This is an optimization exercise on Yosys and OpenROAD, whose aim is small area, not a production implementation. Only simulation tests tie the RTL to the original design; equivalence was not proved. The flow treats the clock pin as an ideal source, which a real chip does not have. Power and IR drop assume default switching activity.

==> flow/design.v <==
module OnePixel(
	input             rst,
	input             clk,
	input             draw_en,
	input      [9:0]  startx,
	input      [9:0]  starty,
	output reg        finished,
	output     [14:0] write_mem_address
);
localparam START = 2'd0, BOUNDRY_CHECK = 2'd1, DRAW = 2'd2, DONE = 2'd3;
reg       s0, s1;    
wire [1:0] S = {s1, s0};
reg [7:0] bx;    
reg [6:0] by;    
wire in_range = startx <= 10'd640 && starty <= 10'd480;
always @(posedge clk or negedge rst)
	if (!rst)
		s0 <= 1'b0;
	else
		s0 <= (S == START) || S == DRAW || (S == BOUNDRY_CHECK && draw_en && !in_range) ||
		        (S == DONE && draw_en);
always @(posedge clk or negedge rst)
	if (!rst)
		s1 <= 1'b0;
	else if (s0)    
		s1 <= draw_en;
always @(posedge clk)
	if (S == START)
		finished <= 1'b0;
	else if (S == DRAW)
		finished <= 1'b1;
always @(posedge clk)
	if (S == START) begin
		bx <= startx[9:2];
		by <= starty[8:2];
	end
block_address write_addr (.bx(bx), .by(by), .address(write_mem_address));
endmodule
module block_address(
	input      [7:0]  bx,
	input      [6:0]  by,
	output reg [14:0] address
);
wire [11:0] a = {bx, by[6:3]};
wire [11:0] b = {4'd0, bx};
reg         borrow;
integer     i;
always @(*) begin
	borrow = 1'b0;
	for (i = 0; i < 12; i = i + 1) begin
		address[i+3] = a[i] ^ b[i] ^ borrow;
		borrow = (~a[i] & (b[i] | borrow)) | (b[i] & borrow);
	end
	address[2:0] = by[2:0];
end
endmodule
module vga_driver(
	input             clk,
	input             rst,
	output            vga_clk,
	output            hsync,
	output            vsync,
	output            VGA_BLANK_N,
	output            VGA_SYNC_N,
	output            line_start,    
	output reg [10:0] pos,
	output reg [9:0]  line
);
assign line_start = pos[10] & pos[9] & (&pos[5:0]);
wire   last_line  = line[9] & line[3] & line[2];             
assign vga_clk     = pos[0];
assign hsync       = ~(pos >= 11'd1309 && pos < 11'd1501);   
assign vsync       = line_start ? ~(line == 10'd488 || line == 10'd489)
                                : ~(line == 10'd489 || line == 10'd490);
assign VGA_BLANK_N = line_start ? (line <= 10'd478 || last_line)
                                : (pos <= 11'd1278 && line <= 10'd479);
assign VGA_SYNC_N  = 1'b1;
reg [10:0] pos_inc;
reg [9:0]  line_inc;
reg        c;
integer    i;
always @(*) begin
	c = 1'b1;
	for (i = 0; i < 11; i = i + 1) begin
		pos_inc[i] = pos[i] ^ c;
		c = c & pos[i];
	end
	c = 1'b1;
	for (i = 0; i < 10; i = i + 1) begin
		line_inc[i] = line[i] ^ c;
		c = c & line[i];
	end
end
always @(posedge clk or negedge rst)
	if (!rst) begin
		pos  <= 11'd0;
		line <= 10'd0;
	end else begin
		pos <= pos_inc & ~({11{line_start}} & 11'b110_0100_0000);
		if (line_start)
			line <= line_inc & ~({10{last_line}} & 10'b10_0000_1101);
	end
endmodule
module vga_driver_memory_double_buf(
	input             CLOCK_50,
	input             rst_n,
	input      [14:0] external_address,
	input      [23:0] external_data,
	input             external_start,
	output            VGA_CLK,
	output            VGA_HS,
	output            VGA_VS,
	output            VGA_BLANK_N,
	output            VGA_SYNC_N,
	output     [7:0]  VGA_R,
	output     [7:0]  VGA_G,
	output     [7:0]  VGA_B,
	output     [14:0] frame_buf_mem_address0,
	output     [23:0] frame_buf_mem_data0,
	output            frame_buf_mem_wren0,
	input      [23:0] frame_buf_mem_q0,
	output     [14:0] frame_buf_mem_address1,
	output     [23:0] frame_buf_mem_data1,
	output            frame_buf_mem_wren1,
	input      [23:0] frame_buf_mem_q1
);
wire clk = CLOCK_50;
wire rst = rst_n;
wire        line_start;
wire [10:0] pos;
wire [9:0]  line;
vga_driver the_vga(
	.clk(clk), .rst(rst), .vga_clk(VGA_CLK), .hsync(VGA_HS), .vsync(VGA_VS),
	.VGA_BLANK_N(VGA_BLANK_N), .VGA_SYNC_N(VGA_SYNC_N),
	.line_start(line_start), .pos(pos), .line(line));
localparam W2M_DONE = 2'd0, RFM_INIT_START = 2'd1, RFM_INIT_WAIT = 2'd2, RFM_DRAWING = 2'd3;
wire frame_end   = line_start && line == 10'd478;
wire frame_begin = line_start && line[9] && line[3] && line[2];
reg [1:0]  S;
reg        sel;
reg        first;    
reg [14:0] write_buf_mem_address_n;
reg [23:0] write_buf_mem_data;
reg        write_buf_mem_wren;
always @(posedge clk or negedge rst)
	if (!rst)
		S <= W2M_DONE;
	else
		case (S)
			W2M_DONE:       S <= frame_end ? RFM_INIT_START : W2M_DONE;
			RFM_INIT_START: S <= RFM_INIT_WAIT;
			RFM_INIT_WAIT:  S <= frame_begin ? RFM_DRAWING : RFM_INIT_WAIT;
			default:        S <= frame_end ? RFM_INIT_START : RFM_DRAWING;
		endcase
always @(posedge clk or negedge rst)
	if (!rst)
		sel <= 1'b0;
	else if (S == RFM_INIT_START)
		sel <= ~sel;
always @(posedge clk or negedge rst)
	if (!rst)
		first <= 1'b1;
	else if (S == RFM_DRAWING)
		first <= 1'b0;
wire       clip_y = line >= 10'd479;
wire       clip_x = clip_y || pos[10:3] >= 8'd160;
wire [7:0] rx = first ? 8'd0 : clip_x ? 8'd159 : pos[10:3];
wire [6:0] ry = first ? 7'd0 : clip_y ? 7'd119 : line[8:2];
wire [14:0] read_buf_mem_address;
block_address read_addr (.bx(rx), .by(ry), .address(read_buf_mem_address));
wire write_now = (S == RFM_DRAWING) && external_start;
always @(posedge clk or negedge rst)
	if (!rst)
		write_buf_mem_wren <= 1'b0;
	else
		write_buf_mem_wren <= write_now;
wire white = (S == W2M_DONE);
always @(posedge clk)
	if (write_now || white)
		write_buf_mem_address_n <= ~external_address | {15{white}};
always @(posedge clk)
	write_buf_mem_data <= external_data;
wire hide0 = white | ~sel;
wire hide1 = white | sel;
assign {VGA_R, VGA_G, VGA_B} = ({24{hide0}} | frame_buf_mem_q0) & ({24{hide1}} | frame_buf_mem_q1);
wire read0 = sel | first;     
wire read1 = ~sel | first;    
assign frame_buf_mem_address0 = ~(({15{~read0}} | ~read_buf_mem_address) & ({15{read0}} | write_buf_mem_address_n));
assign frame_buf_mem_address1 = ~(({15{~read1}} | ~read_buf_mem_address) & ({15{read1}} | write_buf_mem_address_n));
assign frame_buf_mem_data0    = write_buf_mem_data;
assign frame_buf_mem_data1    = write_buf_mem_data;
assign frame_buf_mem_wren0    = write_buf_mem_wren & ~sel;
assign frame_buf_mem_wren1    = write_buf_mem_wren & sel;
endmodule
module MASTER_TEST(
	input         CLOCK_50,     
	input         rst_n,        
	input         draw_en,
	input  [9:0]  startx,
	input  [9:0]  starty,
	input  [23:0] color,
	output        VGA_CLK,
	output        VGA_HS,
	output        VGA_VS,
	output        VGA_BLANK_N,
	output        VGA_SYNC_N,
	output [7:0]  VGA_R,
	output [7:0]  VGA_G,
	output [7:0]  VGA_B,
	output [14:0] mem0_addr,
	output [23:0] mem0_wdata,
	output        mem0_wren,
	input  [23:0] mem0_q,
	output [14:0] mem1_addr,
	output [23:0] mem1_wdata,
	output        mem1_wren,
	input  [23:0] mem1_q
);
wire        finished;
wire [14:0] pixel_address;
OnePixel pixel (
	.rst(rst_n), .clk(CLOCK_50), .draw_en(draw_en), .startx(startx), .starty(starty),
	.finished(finished), .write_mem_address(pixel_address));
vga_driver_memory_double_buf VGA_MODULE (
	.CLOCK_50(CLOCK_50), .rst_n(rst_n),
	.external_address(pixel_address), .external_data(color), .external_start(finished),
	.VGA_CLK(VGA_CLK), .VGA_HS(VGA_HS), .VGA_VS(VGA_VS), .VGA_BLANK_N(VGA_BLANK_N), .VGA_SYNC_N(VGA_SYNC_N),
	.VGA_R(VGA_R), .VGA_G(VGA_G), .VGA_B(VGA_B),
	.frame_buf_mem_address0(mem0_addr), .frame_buf_mem_data0(mem0_wdata), .frame_buf_mem_wren0(mem0_wren), .frame_buf_mem_q0(mem0_q),
	.frame_buf_mem_address1(mem1_addr), .frame_buf_mem_data1(mem1_wdata), .frame_buf_mem_wren1(mem1_wren), .frame_buf_mem_q1(mem1_q));
endmodule
==> flow/flow/run.sh <==
#!/bin/bash
# The standard layout (standard.sh) with these changes:
# - synthesis maps the logic for area (flow/synth.tcl, flow/abc_area.script)
#   and leaves adders to ABC instead of mapping them to full-adder cells;
# - the port buffers use the smallest buffer cell;
# - clock tree synthesis uses the options in CTS_ARGS, and then
#   flow/post_cts.tcl sizes each clock buffer down as far as the clock
#   pins slews allow.
# ORFS's logs are in orfs/logs; make's output goes to standard.log.
set -euo pipefail
F=$(pwd)/flow
export FLOW_ABC_SCRIPT=$F/abc_area.script
export BUFFER_PORTS_ARGS="-buffer_cell sky130_fd_sc_hd__buf_1"
export CTS_ARGS="-sink_clustering_enable -repair_clock_nets -dont_use_dummy_load -buf_list sky130_fd_sc_hd__clkbuf_8"
export POST_CTS_TCL=$F/post_cts.tcl
bash standard.sh finish SYNTH_SCRIPT=$F/synth.tcl ADDER_MAP_FILE= > standard.log 2>&1
==> flow/flow/abc_area.script <==
strash
fraig
balance -l; resub -K 6 -l; rewrite -l; resub -K 6 -N 2 -l; refactor -l; resub -K 8 -l; balance -l; resub -K 8 -N 2 -l; rewrite -l; resub -K 10 -l; rewrite -z -l; resub -K 10 -N 2 -l; balance -l; resub -K 12 -l; refactor -z -l; resub -K 12 -N 2 -l; rewrite -z -l; balance -l
dc2
balance -l; resub -K 6 -l; rewrite -l; resub -K 6 -N 2 -l; refactor -l; resub -K 8 -l; balance -l; resub -K 8 -N 2 -l; rewrite -l; resub -K 10 -l; rewrite -z -l; resub -K 10 -N 2 -l; balance -l; resub -K 12 -l; refactor -z -l; resub -K 12 -N 2 -l; rewrite -z -l; balance -l
dch -f
amap -m -F 2 -A 8
topo
==> flow/flow/post_cts.tcl <==
estimate_parasitics -placement
proc my_clk_maxslew {} {
  set m 0
  foreach p [get_pins -hierarchical */CLK] {
    set s [get_property $p slew_max]
    if { $s > $m } { set m $s }
  }
  return $m
}
set my_slew_limit 0.105
set my_sizes {sky130_fd_sc_hd__clkbuf_2 sky130_fd_sc_hd__clkbuf_4 sky130_fd_sc_hd__clkbuf_8 sky130_fd_sc_hd__clkbuf_16}
puts "post_cts: clock pin slew before resizing [my_clk_maxslew]"
foreach c [get_cells -filter "ref_name =~ sky130_fd_sc_hd__clkbuf_*"] {
  set orig [get_property $c ref_name]
  set i [lsearch $my_sizes $orig]
  if { $i <= 0 } { continue }
  # a buffer that drives flip-flops directly keeps at least clkbuf_4: the
  # placement estimate underrates the routed slew of a clkbuf_2
  set out [get_pins -of_objects $c -filter "direction == output"]
  set j0 0
  foreach p [get_pins -of_objects [get_nets -of_objects $out] -filter "direction == input"] {
    if { [get_property $p name] == "CLK" } { set j0 1 }
  }
  for { set j $j0 } { $j < $i } { incr j } {
    replace_cell $c [lindex $my_sizes $j]
    estimate_parasitics -placement
    if { [my_clk_maxslew] <= $my_slew_limit } { break }
    replace_cell $c $orig
    estimate_parasitics -placement
  }
  puts "post_cts: [get_full_name $c] $orig -> [get_property $c ref_name]"
}
puts "post_cts: clock pin slew after resizing [my_clk_maxslew]"
==> flow/flow/synth.tcl <==
# The standard flow's synthesis script (synth_recipe.tcl) with one change: ABC maps the
# logic with flow/abc_area.script instead of ORFS's script.
proc synth {args} { yosys synth -nofsm -noshare {*}$args }
proc abc {args} {
  set i [lsearch $args -script]
  if { $i >= 0 } {
    set args [lreplace $args [expr {$i + 1}] [expr {$i + 1}] $::env(FLOW_ABC_SCRIPT)]
  }
  yosys abc {*}$args
}
source $::env(SCRIPTS_DIR)/synth.tcl
# left out here: clear keep_hierarchy, flatten, clean up, hide names made inside functions, write 1_2_yosys.v
==> flow/standard.sh <==
#!/bin/bash
# synth_recipe.tcl (not shown) runs the flow's synth.tcl, then flattens the netlist and writes it again
# the make line also repeats each setting of config.mk as NAME=value (left out here)
make -C /OpenROAD-flow-scripts/flow DESIGN_CONFIG=/design/flow/config.mk WORK_HOME=/design/flow/orfs CLKGATE_MAP_FILE= SYNTH_SCRIPT=/design/flow/synth_recipe.tcl "${@:-finish}"
==> flow/config.mk <==
export PLATFORM = sky130hd
export DESIGN_NAME = MASTER_TEST
export DESIGN_NICKNAME = MASTER_TEST
export VERILOG_FILES = /design/flow/design.v
export SDC_FILE = /design/flow/constraint.sdc
export NUM_CORES = 4
export LEC_CHECK = 0
export CAP_MARGIN = 20
export CORE_MARGIN = 2
export CORE_UTILIZATION = 70
export SLEW_MARGIN = 20
==> flow/constraint.sdc <==
create_clock -name core_clock -period 10.0 [get_ports {CLOCK_50}]
set_input_delay 2.0000 -clock core_clock [delete_from_list [all_inputs] [get_ports {CLOCK_50}]]
set_output_delay 2.0000 -clock core_clock [all_outputs]
set_load 0.01 [all_outputs]
==> impl_metrics.csv, run 1 <==
group,metric,value,unit
hold_path,hold_path.class,"flop to flop",
run,max-cap-violations,0,
die,floorplan.rows,27,
power_and_ir_drop,internal-power,0.000437,W
timing,fmax,116,MHz
timing,final_min_period_over_clock_period,86.1,%
logic_synthesis,yosysWarningCount,4,
timing,timing_max_transition_violations_final,0,
logic_synthesis,synthMostInstantiatedCell,"nor2_1",
setup_path,max_stage_delay,0.37,ns
power_and_ir_drop,power.density_cell_area,124,nW/um^2
finish,antenna-diode-count,0,
logic_synthesis,synth_fa_ha_area_share,0,%
timing,number_of_hold_violations_in_the_final_report,0,
global_routing,globalRoute.totalOverflow,0,
logic_synthesis,synth.cell_area,3910,um^2
die,chipHeight,78.8,um
placed_design,routabilityCongestion,0.867,
die,floorplan.io_pins,204,
logic_synthesis,async_flop_share,33.7,%
timing,worst_max_slew_pin_slew,0.926,ns
timing,timing.max_slew.rel_slack,37.8,%
detailed_routing,drt_wl_total,11.8,mm
logic_synthesis,cell_type_contributing_the_most_total_cell_area_after_synthesis,"edfxtp_1",
power_and_ir_drop,worst_ir_drop_vdd,0.000169,V
timing,fin_worst_skew,0.0301,ns
outcome,status,"finished clean",
detailed_routing,first_pass_iteration_count_of_the_detailed_router,6,
finish,syn2layout_area_growth,19.7,%
setup_path,startpoint_class,"flop",
logic_synthesis,synthMuxAreaShare,0,%
detailed_routing,met3_wirelength,1.28,mm
logic_synthesis,netlist_top_cells_area,"edfxtp_1, dfrtp_1, dfxtp_1",
power_and_ir_drop,p_sw_share,24.7,%
detailed_routing,wl_per_cell,17.1,um
logic_synthesis,avgSynthCellArea,9.14,um^2
timing,final_setup_violating_endpoints,0,
logic_synthesis,post_synth_xor_area_fraction,0,%
logic_synthesis,yosysTopAreaCellShare,23.0,%
finish,finalNetCount,713,
setup_path,crit-reg2reg-capture,"VGA_MODULE.write_buf_mem_address_n[14]",
detailed_routing,top_signal_layer_used,"met4",
die,floorplan.die.width,78.8,um
timing,rsz0062_at_grt,"no",
die,initial_utilization,71.9,%
detailed_routing,met2_wirelength,6.04,mm
global_routing,largest_net_degree_at_the_start_of_global_routing,29,
logic_synthesis,yosysSeqAreaShare,53.8,%
setup_path,rr_worst_depth,25,
logic_synthesis,yosys_register_bits,83,
timing,final_critical_path_setup_slack,1.39,ns
clock_tree,clkSinkCount,83,
setup_path,critical-path-slowest-cell,"dfrtp_1",
placed_design,detailedPlace.worstSlack,2.20,ns
setup_path,critical_path.startpoint,"VGA_MODULE.the_vga.line[6]",
power_and_ir_drop,power.share.clock,27.4,%
setup_path,worst-path-max-fanout,8,
detailed_routing,drcViolationCount,0,
placed_design,place.port_buffers,202,
logic_synthesis,synth_top_family_by_area,"compound AO/OA/AOI/OAI gates",
setup_path,crit_end,"mem0_addr[13]",
detailed_routing,routed_via_density,6.07,
global_routing,grt_antenna_before_repair,0,
logic_synthesis,netlist_instances,428,
logic_synthesis,synth_compound_area_share,23.8,%
clock_tree,clock_insertion_delay_worst_skew,0.54,ns
logic_synthesis,synth-simple-area-share,12.5,%
timing,layout_min_cycle_time,8.61,ns
power_and_ir_drop,power.switching,0.000143,W
power_and_ir_drop,static_leakage_power,1.60,nW
global_routing,grt_first_pass_wirelength,17.7,mm
logic_synthesis,synth_commonest_cells,"nor2_1, clkinv_1, o21ai_0",
logic_synthesis,synth_enable_flop_cells,30,
setup_path,setup.worst_path.class,"flop to output port",
die,placeableCoreArea,5440,um^2
setup_path,r2r_setup_slack,5.28,ns
detailed_routing,detailroute.via_count,4175,
finish,final_layout_size_suffix_gt1_share,2.11,%
detailed_routing,initial_drc_count,480,
finish,filler_cell_count,303,
clock_tree,worst_setup_hold_path_clk_slew,0.09,ns
setup_path,worst_ep_arrival_time,6.61,ns
logic_synthesis,synth-main-ff-cell,"edfxtp_1",
timing,totalNegativeSetupSlack,0,ns
logic_synthesis,post_synth_num_cell_types,32,
placed_design,dp_hpwl,8.65,mm
die,die-area,6200,um^2
power_and_ir_drop,power.combinational.fraction,9.0,%
setup_path,worstSetupEndpointType,"output port",
logic_synthesis,number_of_nets_produced_by_synthesis,523,
detailed_routing,detail-route-antenna-nets,0,
setup_path,crit_required,8.00,ns
power_and_ir_drop,sequentialPowerShare,63.6,%
clock_tree,cts_tree,"done",
global_routing,grt_use_total,37.1,%
setup_path,worst_r2r_startpoint,"pixel.bx[0]",
detailed_routing,detail_route.wirelength.met1,3.81,mm
global_routing,number_of_global_route_vias_before_repair,3933,
setup_path,critical_path_most_common_cell,"nand2_1",
-- power by group through the flow --
stage / clock, W / combinational, W / sequential, W
2_1_floorplan: 0 / 0.0000253 / 0.000377
3_3_place_gp: 0 / 0.0000457 / 0.000375
3_5_place_dp: 0 / 0.0000498 / 0.000376
5_1_grt: 0.000168 / 0.0000568 / 0.000370
6_report: 0.000159 / 0.0000522 / 0.000369
-- layout make-up --
cell class / count / area [um^2] / area share, %
Sequential cell: 83 / 2100 / 44.9
Multi-Input combinational cell: 268 / 1430 / 30.5
Timing Repair Buffer: 204 / 773 / 16.5
Inverter: 52 / 195 / 4.17
Clock buffer: 9 / 90.1 / 1.92
Tap cell: 72 / 90.1 / 1.92
-- cells by family after synthesis --
family | count (synthesis)
AOI/OAI and AO/OA | 148
and+or+nand+nor | 119
DFF | 83
buffers and inverters | 77
other | 1
-- worst min path at each step --
stage / endpoint / startpoint / cells after the start
floorplan: VGA_MODULE.write_buf_mem_wren / pixel.finished / 2
global placement: VGA_MODULE.write_buf_mem_wren / pixel.finished / 2
detailed placement: VGA_MODULE.write_buf_mem_wren / pixel.finished / 2
global route: VGA_MODULE.write_buf_mem_wren / pixel.finished / 2
finish: VGA_MODULE.write_buf_mem_wren / pixel.finished / 2
-- metal layers --
layer | global-route usage, % | vias up
li1 | - | 1886
met1 | 39.5 | 1868
met2 | 66.9 | 352
met3 | 7.84 | 69
met4 | 23.0 | 0
met5 | 0 | -
-- per-stage QoR --
stage	total power [W]	utilization (%)	cell area (um^2)	hold WS (ns)	cells
after floorplan	0.000402	-	3910	0.408	428
after global placement	0.000420	84.2	4580	0.428	678
final	0.000580	86.1	4680	0.464	688
after global routing	0.000595	86.1	4680	0.486	688
after detailed placement	0.000425	84.3	4590	0.427	679
-- worst max-delay path, delay by kind of cell (launching register included) --
family,cells,cell delay [ns]
buffers and inverters,4,0.53
AO/OA/AOI/OAI,16,2.80
flip-flops,1,0.37
AND/OR/NAND/NOR,19,2.36
-- sequential cells by signal, summed over array words and instances (netlist names) --
name and cells:
pixel.s0 1, pixel.s1 1, VGA_MODULE.the_vga.line 10, VGA_MODULE.first 1, pixel.bx 8, VGA_MODULE.S 2, VGA_MODULE.write_buf_mem_data 24, pixel.by 7
VGA_MODULE.write_buf_mem_wren 1, VGA_MODULE.write_buf_mem_address_n 15, VGA_MODULE.sel 1, VGA_MODULE.the_vga.pos 11, pixel.finished 1
-- placed cells by master, fill, tap and decap left out, types with 2 or more instances in the layout --
cell        n
o21a_1      6
clkinv_1   52
or2_0       2
clkbuf_8    4
edfxtp_1   30
a211oi_1    2
o21ai_0    41
o221ai_1    2
a31oi_1     2
o22ai_1    28
clkbuf_4    4
buf_4       2
or3_1       2
dfrtp_1    27
buf_1     202
dfxtp_1    25
nand3_1     2
a21oi_1    32
nor4_1      3
nor3_1     10
nand4_1     3
nand2_1    39
nor2_1     57
o22a_1     24
o211ai_1    3
==> run 2: changes to the inputs <==
--- a/flow/design.v
+++ b/flow/design.v
@@ -86,5 +86,5 @@
 		c = c & pos[i];
 	end
-	c = 1'b1;
+	c = line_start;
 	for (i = 0; i < 10; i = i + 1) begin
 		line_inc[i] = line[i] ^ c;
@@ -97,7 +97,6 @@
 		line <= 10'd0;
 	end else begin
-		pos <= pos_inc & ~({11{line_start}} & 11'b110_0100_0000);
-		if (line_start)
-			line <= line_inc & ~({10{last_line}} & 10'b10_0000_1101);
+		pos  <= pos_inc & ~({11{line_start}} & 11'b110_0100_0000);
+		line <= line_inc & ~({10{line_start & last_line}} & 10'b10_0000_1101);
 	end
 endmodule
==> run 2 against run 1 <==
Net effect:
- via count is 1.4% lower
- critical path depth fell by 5
- flip-flop and latch count is the same
- combinational power is 0.8% higher
- wire length grew 3.2%
- clock skew is 0.0041 ns higher
- critical endpoint is now mem1_addr[13]
- largest cell class unchanged
- first-iteration DRC count shrank 18%
- register-to-register slack got worse by 0.12 ns
- clock power is essentially flat
- non-clock buffer count down 1
- sequential power hardly changed
- still clean
==> impl_metrics.csv, run 2 <==
group,metric,value,unit
logic_synthesis,post_synth_num_cell_types,35,
detailed_routing,drt_wl_total,12.1,mm
logic_synthesis,synth-main-ff-cell,"edfxtp_1",
logic_synthesis,async_flop_share,33.7,%
global_routing,grt_use_total,39.2,%
hold_path,timing.hold.worst.start,"pixel.finished",
setup_path,critical_path.startpoint,"VGA_MODULE.the_vga.line[9]",
detailed_routing,detailroute.via_count,4117,
timing,fmax,111,MHz
detailed_routing,routed_via_density,6.08,
setup_path,setup.worst_path.class,"flop to output port",
timing,timing.max_slew.rel_slack,36.8,%
logic_synthesis,number_of_nets_produced_by_synthesis,513,
timing,final_setup_violating_endpoints,0,
global_routing,grt_util_met2,72.1,%
detailed_routing,drcViolationCount,0,
logic_synthesis,avgSynthCellArea,9.30,um^2
finish,finalNetCount,702,
setup_path,worst_ep_arrival_time,7.02,ns
setup_path,critical_path_most_common_cell,"o21ai_0",
detailed_routing,detail-route-antenna-nets,0,
outcome,status,"finished clean",
timing,final_min_period_over_clock_period,90.2,%
logic_synthesis,synth.cell_area,3890,um^2
timing,totalNegativeSetupSlack,0,ns
finish,biggestRegsByFlops,"VGA_MODULE.write_buf_mem_data x24, VGA_MODULE.write_buf_mem_address_n x15, VGA_MODULE.the_vga.pos x11",
logic_synthesis,yosys_register_bits,83,
finish,syn2layout_area_growth,19.7,%
setup_path,critical-path-slowest-cell,"or4b_1",
placed_design,routabilityCongestion,0.902,
global_routing,grt_first_pass_wirelength,18.2,mm
detailed_routing,wl_per_cell,17.9,um
setup_path,worst_r2r_startpoint,"pixel.bx[0]",
die,die-area,6170,um^2
setup_path,max_stage_delay,0.56,ns
global_routing,grt_antenna_before_repair,0,
finish,largest_reg_flops,24,
logic_synthesis,netlist_instances,418,
finish,finish.cell_count_without_fillers,677,
global_routing,grt_util_met3,10.0,%
detailed_routing,first_pass_iteration_count_of_the_detailed_router,6,
timing,layout_min_cycle_time,9.02,ns
global_routing,globalRoute.totalOverflow,0,
timing,fin_worst_skew,0.0342,ns
clock_tree,clkSinkCount,83,
finish,layout_common_cells,"buf_1, nor2_1, o21ai_0",
die,floorplan.io_pins,204,
logic_synthesis,yosysWarningCount,4,
timing,number_of_hold_violations_in_the_final_report,0,
clock_tree,cts_tree,"done",
logic_synthesis,netlist_top_cells_area,"edfxtp_1, dfrtp_1, dfxtp_1",
finish,filler_cell_count,296,
finish,final_common_cell,"buf_1",
run,max-cap-violations,0,
hold_path,hold_path.class,"flop to flop",
placed_design,placed_cells,668,
timing,worst_max_slew_pin_slew,0.945,ns
global_routing,largest_net_degree_at_the_start_of_global_routing,29,
power_and_ir_drop,worst_ir_drop_vdd,0.000138,V
detailed_routing,initial_drc_count,394,
die,chipHeight,78.5,um
logic_synthesis,synth_commonest_cells,"nor2_1, o21ai_0, clkinv_1",
setup_path,startpoint_class,"flop",
die,floorplan.rows,27,
power_and_ir_drop,static_leakage_power,1.60,nW
finish,final_layout_size_suffix_gt1_share,2.15,%
setup_path,worst-path-max-fanout,10,
logic_synthesis,yosysSeqAreaShare,54.1,%
placed_design,dp_hpwl,8.87,mm
die,floorplan.die.width,78.5,um
placed_design,place.port_buffers,202,
setup_path,worstSetupEndpointType,"output port",
timing,timing_max_transition_violations_final,0,
global_routing,number_of_global_route_vias_before_repair,3943,
setup_path,crit_required,8.00,ns
die,initial_utilization,71.5,%
clock_tree,worst_setup_hold_path_clk_slew,0.09,ns
power_and_ir_drop,power.total,0.000580,W
finish,finalCoreUtilization,85.6,%
timing,rsz0062_at_grt,"no",
finish,antenna-diode-count,0,
finish,largest_register,"VGA_MODULE.write_buf_mem_data",
clock_tree,clock_insertion_delay_worst_skew,0.52,ns
setup_path,critical_path.top_delay_family,"compound AO/OA/AOI/OAI gates",
setup_path,worstPathBufferInverterCount,4,
die,placeableCoreArea,5440,um^2
logic_synthesis,yosysTopAreaCellShare,23.2,%
global_routing,busiest_layer,"met2",
power_and_ir_drop,power.density_cell_area,125,nW/um^2
logic_synthesis,synth_enable_flop_cells,30,
logic_synthesis,cell_type_contributing_the_most_total_cell_area_after_synthesis,"edfxtp_1",
logic_synthesis,synthMostInstantiatedCell,"nor2_1",
global_routing,gr-usage-met1,39.1,%
## run 2: cell types whose count changed in the layout (fill, tap and decap cells not counted), moves of 3 or more
cell,delta
clkinv_1,-12
nor2_1,-4
nor3_1,-3
o21ai_0,+3
## run 2: metal layers
layer	share of wire (%)	wire [um]
met1	33	3970
met2	53	6400
met3	8.6	1040
met4	5.9	714
met5	0	0
## run 2: worst paths after layout
check,end,slack (ns),cells past startpoint
worst max-delay path,mem1_addr[13],0.98,34
worst min-delay path,VGA_MODULE.write_buf_mem_wren,0.47,2
worst max register to register,VGA_MODULE.write_buf_mem_address_n[14],5.16,27
worst min register to register,VGA_MODULE.write_buf_mem_wren,0.47,2
max in group asynchronous,VGA_MODULE.first,8.20,2
min in group asynchronous,VGA_MODULE.the_vga.pos[2],1.47,2
## run 2: worst reg2reg max path: stages, from the launching register on
cell	delay, ns
edfxtp_1	0.36
clkinv_1	0.14
nor2_1	0.25
a21oi_1	0.16
a21oi_1	0.30
a21oi_1	0.12
a21oi_1	0.27
nor2_1	0.08
a21oi_1	0.20
nand2_1	0.13
o21ai_0	0.16
nand2_1	0.15
o21ai_0	0.16
o21ai_0	0.17
nand2_1	0.12
o21ai_0	0.14
o21ai_0	0.25
nand2_1	0.11
o21ai_0	0.14
o21ai_0	0.17
nand2_1	0.11
o21a_1	0.14
nand2_1	0.07
nand2_1	0.10
nor2_1	0.07
nand2_1	0.10
nor2_1	0.06
or3_1	0.34
## run 2: where the power goes
part	internal (W)	switching [W]
clock	0.0000559	0.000101
combinational	0.0000183	0.0000343
sequential	0.000362	0.00000779
total	0.000437	0.000143
## run 2: cells by family after synthesis
logic type	Yosys count	synth area share, %
other	1	0.0964
buffers and inverters	65	8.69
xor gates and xnor gates	1	0.225
and+or+nand+nor	117	12.7
DFF	83	54.1
AOI/OAI and AO/OA	151	24.2
## run 2: area by class of cell
class	instances	area, um^2	share of cell area, %
flip-flops and latches	83	2100	45.2
multi-input cells	270	1450	31.2
repair buffers	203	766	16.5
inverters	40	150	3.23
clock buffers	9	90.1	1.94
well taps	72	90.1	1.94
## run 2: metrics by stage
step	hold WS (ns)	setup slack [ns]	area, um^2
3_3_place_gp	0.425	2.10	4560
6_report	0.474	0.980	4650
3_5_place_dp	0.442	1.63	4560
5_1_grt	0.481	0.213	4650
2_1_floorplan	0.409	2.61	3890

[what the ideal ports hide]
No port has a modelled driver above. Below, the same layouts with a new extraction and two added sets of constraints. Step 1 sets driving cells, clkbuf_16 on the clock port and buf_2 on the other inputs (assumed; they add their load-dependent delay and slew). Step 2 times the ports against the registers' clock, not the clock port: input delays grow and output delays shrink by t, the midpoint of the rising clock arrivals with the driver on. Slacks: ideal / step 1 / step 2; pairs: ideal / step 1.
| run | t, ns | setup slack, ns | worst setup path at the end |
|---|---|---|---|
| run 1 | 0.555 | 1.395 / 1.368 / 1.923 | register to output |
| run 2 | 0.538 | 0.980 / 0.948 / 1.486 | register to output |
After both steps every run listed still meets setup and hold.
